Context: an optimization exercise on an open-source flow, tuned for small area, a short achievable clock period and few clock cycles. The choices shown serve that exercise and are no tape-out recipe. RTL that was checked went through simulation tests only; none was proved equivalent to the original. Power figures rest on the tool's default switching activity, not on a simulated workload.

main:
==> flow/design.v (excerpt) <==
module alu16(CK, reset, start, instruction, inputR1, inputR2, outputR, busy, done);
Size: roughly 64 flip-flops, about 56 I/O pins.
==> module alu16, before the edit <==
module alu16(CK, reset, start, instruction, inputR1, inputR2, outputR, busy, done);
	input [15:0] inputR1, inputR2;
	input [2:0] instruction;
	input CK, reset, start;
	output [15:0] outputR;
	output reg busy;
	output reg done;
	reg [15:0] ra, rb, rc;
	reg        st_alu, st_mul, st_pre, st_div;
	reg        sub, osel;
	reg [3:0]  cnt;		 
	reg [3:0]  pbr;		 
	wire go = start & ~busy;
	function [3:0] msb;
		input [15:0] v;
		integer i;
		begin
			msb = 4'd0;
			for (i = 0; i < 16; i = i + 1)
				if (v[i]) msb = i;
		end
	endfunction
	function [3:0] nib;
		input [15:0] v;
		begin
			nib[3] = |v[15:12];
			nib[2] = |v[15:8];
			nib[1] = |v[15:4];
			nib[0] = |v;
		end
	endfunction
	wire [15:0] mq  = (~st_mul | rb[0]) ? ra : (rb[1] ? {ra[14:0], 1'b0} : 16'd0);
	wire [15:0] Q   = sub ? ~rb : mq;
	wire        m1  = (rb[1:0] == 2'b11);     
	wire        cin = sub | st_pre;
	wire [17:0] S2  = {1'b0, rc, 1'b1} + {1'b0, Q, cin};
	wire [15:0] S   = S2[16:1];
	wire        ge  = S2[17];
	wire [3:0]  pa = msb(inputR1);
	wire [3:0]  pb = msb(inputR2);
	wire        zb = (rb == 16'd0);
	wire        triv = (cnt < pbr);
	wire [3:0]  d    = cnt - pbr;
	wire [3:0]  na = nib(inputR1);
	wire [3:0]  nb = nib(inputR2);
	wire        t1   = (inputR2[1:0] == 2'b11);   
	wire        mul1 = t1 ? (inputR2[15:1] == 15'd0) : (inputR2[15:2] == 14'd0);  
	wire        dv0  = ((nb & ~na) != 4'd0);  
	wire        fast = ((instruction == 3'b010) & mul1) | (((instruction == 3'b011) | (instruction == 3'b100)) & dv0);
	assign outputR = osel ? ra : rc;
	always @(posedge CK) begin
		if (reset) begin
			busy   <= 1'b0;
			done   <= 1'b0;
			st_alu <= 1'b0;
			st_mul <= 1'b0;
			st_pre <= 1'b0;
			st_div <= 1'b0;
		end
		else begin
			done <= 1'b0;
			if (go) begin
				sub  <= (instruction == 3'b001);
				osel <= (instruction == 3'b100);
				case (instruction)
					3'b000: begin ra <= inputR1; rc <= inputR2; end
					3'b001: begin rb <= inputR1; rc <= 16'd0; end
					3'b010: begin
						ra <= t1 ? {inputR1[14:0], 1'b0} : {inputR1[13:0], 2'b00};
						rb <= t1 ? {1'b0, inputR2[15:1]} : {2'b00, inputR2[15:2]};
						rc <= inputR2[0] ? inputR1 : (inputR2[1] ? {inputR1[14:0], 1'b0} : 16'd0);
					end
					3'b011, 3'b100: begin
						ra   <= 16'd0;
						rb   <= inputR2;
						rc   <= inputR1;
						cnt  <= pa;
						pbr  <= pb;
					end
					3'b101: rc <= inputR1 & inputR2;
					3'b110: rc <= inputR1 | inputR2;
					default: rc <= 16'd0;
				endcase
				st_alu <= (instruction == 3'b000) | (instruction == 3'b001);
				st_mul <= (instruction == 3'b010) & ~mul1;
				st_pre <= ((instruction == 3'b011) | (instruction == 3'b100)) & ~dv0;
				busy   <= ((instruction[2] == 1'b0) | (instruction == 3'b100)) & ~fast;
				done   <= ((instruction[2] == 1'b1) & (instruction != 3'b100)) | fast;
			end
			else if (st_alu) begin
				rc     <= S;
				st_alu <= 1'b0;
				busy   <= 1'b0;
				done   <= 1'b1;
			end
			else if (st_mul) begin
				rc <= S;
				ra <= m1 ? {ra[14:0], 1'b0} : {ra[13:0], 2'b00};
				rb <= m1 ? {1'b0, rb[15:1]} : {2'b00, rb[15:2]};
				if (m1 ? (rb[15:1] == 15'd0) : (rb[15:2] == 14'd0)) begin
					st_mul <= 1'b0;
					busy   <= 1'b0;
					done   <= 1'b1;
				end
			end
			else if (st_pre) begin
				st_pre <= 1'b0;
				if (zb) begin
					rc   <= S;
					ra   <= 16'hffff;
					busy <= 1'b0;
					done <= 1'b1;
				end
				else if (triv) begin
					busy <= 1'b0;
					done <= 1'b1;
				end
				else begin
					rb     <= rb << d;
					cnt    <= d;
					sub    <= 1'b1;
					st_div <= 1'b1;
				end
			end
			else if (st_div) begin
				if (ge) rc <= S;
				ra  <= {ra[14:0], ge};
				rb  <= rb >> 1;
				cnt <= cnt - 4'd1;
				if (cnt == 4'd0) begin
					st_div <= 1'b0;
					busy   <= 1'b0;
					done   <= 1'b1;
				end
			end
		end
	end
endmodule
export LEC_CHECK = 0
export CAP_MARGIN = 20
export CORE_MARGIN = 2
export CORE_UTILIZATION = 40
export CTS_BUF_LIST = sky130_fd_sc_hd__clkbuf_8
export CTS_CLUSTER_DIAMETER = 100
export CTS_CLUSTER_SIZE = 40
export SETUP_SLACK_MARGIN = 4.1
export SLEW_MARGIN = 20
create_clock -name core_clock -period 7.5 [get_ports {CK}]
standard.sh (not shown) runs the stock make flow with config.mk's settings and CLKGATE_MAP_FILE= SYNTH_SCRIPT=/design/flow/synth_recipe.tcl, a recipe that flattens the netlist after the stock synthesis.
==> flow/flow/run.sh <==
#!/bin/bash
# Standard layout, with the port buffers built from the smallest regular
# buffer (the resizer sizes them up where timing needs it) instead of the
# delay cell the resizer picks by default.
export BUFFER_PORTS_ARGS="-buffer_cell sky130_fd_sc_hd__buf_1"
bash standard.sh > standard.log 2>&1
Input changes introduced in the feature branch (baseline for comparison: main):
--- a/flow/design.v
+++ b/flow/design.v
@@ -5,13 +5,14 @@
 	output [15:0] outputR;
 	output reg busy;
 	output reg done;
 	reg [15:0] ra, rb, rc;
 	reg        st_alu, st_mul, st_pre, st_div;
+	reg        bp;		 
 	reg        sub, osel;
-	reg [3:0]  cnt;		 
-	reg [3:0]  pbr;		 
+	reg [3:0]  cnt;
+	reg        triv;
 	wire go = start & ~busy;
 	function [3:0] msb;
 		input [15:0] v;
 		integer i;
 		begin
@@ -27,22 +28,22 @@
 			nib[2] = |v[15:8];
 			nib[1] = |v[15:4];
 			nib[0] = |v;
 		end
 	endfunction
-	wire [15:0] mq  = (~st_mul | rb[0]) ? ra : (rb[1] ? {ra[14:0], 1'b0} : 16'd0);
-	wire [15:0] Q   = sub ? ~rb : mq;
-	wire        m1  = (rb[1:0] == 2'b11);     
-	wire        cin = sub | st_pre;
+	wire        bm2 = (rb[1] & ~rb[0] & ~bp) | (~rb[1] & rb[0] & bp);
+	wire        bm1 = rb[0] ^ bp;
+	wire        bng = st_mul & rb[1] & ~(rb[0] & bp);
+	wire [15:0] mq  = ~st_mul ? ra : (bm2 ? {ra[14:0], 1'b0} : (bm1 ? ra : 16'd0));
+	wire [15:0] Q   = sub ? ~rb : (mq ^ {16{bng}});
+	wire        cin = sub | st_pre | bng;
 	wire [17:0] S2  = {1'b0, rc, 1'b1} + {1'b0, Q, cin};
 	wire [15:0] S   = S2[16:1];
 	wire        ge  = S2[17];
 	wire [3:0]  pa = msb(inputR1);
 	wire [3:0]  pb = msb(inputR2);
 	wire        zb = (rb == 16'd0);
-	wire        triv = (cnt < pbr);
-	wire [3:0]  d    = cnt - pbr;
 	wire [3:0]  na = nib(inputR1);
 	wire [3:0]  nb = nib(inputR2);
 	wire        t1   = (inputR2[1:0] == 2'b11);   
 	wire        mul1 = t1 ? (inputR2[15:1] == 15'd0) : (inputR2[15:2] == 14'd0);  
 	wire        dv0  = ((nb & ~na) != 4'd0);  
@@ -67,17 +68,18 @@
 					3'b001: begin rb <= inputR1; rc <= 16'd0; end
 					3'b010: begin
 						ra <= t1 ? {inputR1[14:0], 1'b0} : {inputR1[13:0], 2'b00};
 						rb <= t1 ? {1'b0, inputR2[15:1]} : {2'b00, inputR2[15:2]};
 						rc <= inputR2[0] ? inputR1 : (inputR2[1] ? {inputR1[14:0], 1'b0} : 16'd0);
+						bp <= 1'b0;
 					end
 					3'b011, 3'b100: begin
 						ra   <= 16'd0;
 						rb   <= inputR2;
 						rc   <= inputR1;
-						cnt  <= pa;
-						pbr  <= pb;
+						cnt  <= pa - pb;
+						triv <= (pa < pb);
 					end
 					3'b101: rc <= inputR1 & inputR2;
 					3'b110: rc <= inputR1 | inputR2;
 					default: rc <= 16'd0;
 				endcase
@@ -93,13 +95,14 @@
 				busy   <= 1'b0;
 				done   <= 1'b1;
 			end
 			else if (st_mul) begin
 				rc <= S;
-				ra <= m1 ? {ra[14:0], 1'b0} : {ra[13:0], 2'b00};
-				rb <= m1 ? {1'b0, rb[15:1]} : {2'b00, rb[15:2]};
-				if (m1 ? (rb[15:1] == 15'd0) : (rb[15:2] == 14'd0)) begin
+				ra <= {ra[13:0], 2'b00};
+				rb <= {2'b00, rb[15:2]};
+				bp <= rb[1];
+				if ((rb[15:2] == 14'd0) & ~rb[1]) begin
 					st_mul <= 1'b0;
 					busy   <= 1'b0;
 					done   <= 1'b1;
 				end
 			end
@@ -114,12 +117,11 @@
 				else if (triv) begin
 					busy <= 1'b0;
 					done <= 1'b1;
 				end
 				else begin
-					rb     <= rb << d;
-					cnt    <= d;
+					rb     <= rb << cnt;
 					sub    <= 1'b1;
 					st_div <= 1'b1;
 				end
 			end
 			else if (st_div) begin
## What came out
Comparing main and the feature branch, the lower xor and xnor fraction of the mapped netlist area is on main.
NOTE upper clock frequency limit main->the feature branch decreased by more than 10%
From main to the feature branch the numbers moved as follows: number of inverters outside the clock class in the layout +about 13%, total power draw +6.3%, inserted tap cell count ~0 delta.
The feature branch: done, clean on timing, DRC and antenna
Against main, the feature branch comes in 860 um higher on wire length of the first global-routing pass.
Function was not checked in any run of this note: the RTL went through the layout flow alone.

* * *

alu16, a different RTL version from the one above (not shown whole).
Size in the first run: ~61 flip-flops, roughly 0.0062 mm2 of cells after synthesis.
==> module alu16, before the edit <==
module alu16(CK, reset, start, instruction, inputR1, inputR2, outputR, busy, done);
	input [15:0] inputR1, inputR2;
	input [2:0] instruction;
	input CK, reset, start;
	output [15:0] outputR;
	output reg busy;
	output reg done;
	reg [15:0] ra, rb, rc;
	reg        st_alu, st_mul, st_pre, st_div;
	reg        sub, osel;
	reg [3:0]  cnt;
	reg        triv;
	wire go = start & ~busy;
	function [3:0] msb;
		input [15:0] v;
		integer i;
		begin
			msb = 4'd0;
			for (i = 0; i < 16; i = i + 1)
				if (v[i]) msb = i;
		end
	endfunction
	function [3:0] nib;
		input [15:0] v;
		begin
			nib[3] = |v[15:12];
			nib[2] = |v[15:8];
			nib[1] = |v[15:4];
			nib[0] = |v;
		end
	endfunction
	wire        m   = ~st_mul | rb[0];
	wire [15:0] Q   = sub ? ~rb : (ra & {16{m}});
	wire        cin = sub | st_pre;
	wire [17:0] S2  = {1'b0, rc, 1'b1} + {1'b0, Q, cin};
	wire [15:0] S   = S2[16:1];
	wire        ge  = S2[17];
	wire [3:0]  pa = msb(inputR1);
	wire [3:0]  pb = msb(inputR2);
	wire        zb = (rb == 16'd0);
	wire [3:0]  na = nib(inputR1);
	wire [3:0]  nb = nib(inputR2);
	wire        sw = ~na[2] | nb[2];          
	wire [15:0] mc = sw ? inputR2 : inputR1;  
	wire [15:0] mp = sw ? inputR1 : inputR2;  
	wire        mul1 = (mp[15:1] == 15'd0);   
	wire        dv0  = ((nb & ~na) != 4'd0);  
	wire        fast = ((instruction == 3'b010) & mul1) | (((instruction == 3'b011) | (instruction == 3'b100)) & dv0);
	assign outputR = osel ? ra : rc;
	always @(posedge CK) begin
		if (reset) begin
			busy   <= 1'b0;
			done   <= 1'b0;
			st_alu <= 1'b0;
			st_mul <= 1'b0;
			st_pre <= 1'b0;
			st_div <= 1'b0;
		end
		else begin
			done <= 1'b0;
			if (go) begin
				sub  <= (instruction == 3'b001);
				osel <= (instruction == 3'b100);
				case (instruction)
					3'b000: begin ra <= inputR1; rc <= inputR2; end
					3'b001: begin rb <= inputR1; rc <= 16'd0; end
					3'b010: begin
						ra <= {mc[14:0], 1'b0};
						rb <= {1'b0, mp[15:1]};
						rc <= mc & {16{mp[0]}};
					end
					3'b011, 3'b100: begin
						ra   <= 16'd0;
						rb   <= inputR2;
						rc   <= inputR1;
						cnt  <= pa - pb;
						triv <= (pa < pb);
					end
					3'b101: rc <= inputR1 & inputR2;
					3'b110: rc <= inputR1 | inputR2;
					default: rc <= 16'd0;
				endcase
				st_alu <= (instruction == 3'b000) | (instruction == 3'b001);
				st_mul <= (instruction == 3'b010) & ~mul1;
				st_pre <= ((instruction == 3'b011) | (instruction == 3'b100)) & ~dv0;
				busy   <= ((instruction[2] == 1'b0) | (instruction == 3'b100)) & ~fast;
				done   <= ((instruction[2] == 1'b1) & (instruction != 3'b100)) | fast;
			end
			else if (st_alu) begin
				rc     <= S;
				st_alu <= 1'b0;
				busy   <= 1'b0;
				done   <= 1'b1;
			end
			else if (st_mul) begin
				rc <= S;
				ra <= ra << 1;
				rb <= rb >> 1;
				if (rb[15:1] == 15'd0) begin
					st_mul <= 1'b0;
					busy   <= 1'b0;
					done   <= 1'b1;
				end
			end
			else if (st_pre) begin
				st_pre <= 1'b0;
				if (zb) begin
					rc   <= S;
					ra   <= 16'hffff;
					busy <= 1'b0;
					done <= 1'b1;
				end
				else if (triv) begin
					busy <= 1'b0;
					done <= 1'b1;
				end
				else begin
					rb     <= rb << cnt;
					sub    <= 1'b1;
					st_div <= 1'b1;
				end
			end
			else if (st_div) begin
				if (ge) rc <= S;
				ra  <= {ra[14:0], ge};
				rb  <= rb >> 1;
				cnt <= cnt - 4'd1;
				if (cnt == 4'd0) begin
					st_div <= 1'b0;
					busy   <= 1'b0;
					done   <= 1'b1;
				end
			end
		end
	end
endmodule
Settings: LEC_CHECK=0, CAP_MARGIN=20, CORE_MARGIN=2, CORE_UTILIZATION=40, CTS_BUF_LIST=sky130_fd_sc_hd__clkbuf_8, CTS_CLUSTER_DIAMETER=100, CTS_CLUSTER_SIZE=40, SETUP_SLACK_MARGIN=4.1, SLEW_MARGIN=20; clock period 7.5 ns.
Scripts as last shown in full above: flow/flow/run.sh
Testbench counts at the start, summed over its fixed seeds: cycles 21,521.
Then changed:
--- a/flow/design.v
+++ b/flow/design.v
@@ -41,7 +41,6 @@
 	wire [3:0]  na = nib(inputR1);
 	wire [3:0]  nb = nib(inputR2);
-	wire        sw = ~na[2] | nb[2];          
-	wire [15:0] mc = sw ? inputR2 : inputR1;  
-	wire [15:0] mp = sw ? inputR1 : inputR2;  
+	wire [15:0] mc = inputR1;                 
+	wire [15:0] mp = inputR2;                 
 	wire        mul1 = (mp[15:1] == 15'd0);   
 	wire        dv0  = ((nb & ~na) != 4'd0);  
Die area came out lower by 5.5%.
Routed wire length falls by 6.5%.
Combinational power decreases by about 4%.
Sequential share of layout area rose by 1.9 points.
Hold slack improved by 0.019 ns.
Global-route usage drops by 0.57 points.
Area after synthesis decreases by 5.6%.
Critical path depth rose by 3.
Design area came out lower by 7.2%.
Clock-buffer cell count is unchanged.
For the second run of this note, only the layout was checked, not whether the RTL still works.

## re-timing with driven ports
The results above use ideal ports. As a check the final layouts listed here were re-extracted and re-timed, cells and wires unchanged. Step 1 assumes that a clkbuf_16 drives the clock port and a buf_2 every other input. Step 2 also shifts input and output timing later by t, the mid clock arrival at the registers, as if the neighbouring blocks saw the same clock. Slacks: ideal / step 1 / step 2; pairs: ideal / step 1.
| run | t (ns) | slack for setup (ns) | worst setup path after step 2 |
|---|---|---|---|
| main | 0.405 | 4.160 / 4.160 / 3.818 | input to register |
| the feature branch | 0.382 | 3.776 / 3.776 / 3.776 | register to register |
| the first run of note 2 | 0.399 | 4.106 / 4.088 / 3.690 | input to register |
| the second run of note 2 | 0.404 | 4.183 / 4.198 / 3.793 | input to register |
After both steps every run listed still meets setup and hold. For the first run of note 2, which loses most, drivers alone change the setup slack by -0.018 ns; drivers and shift together by -0.416 ns.
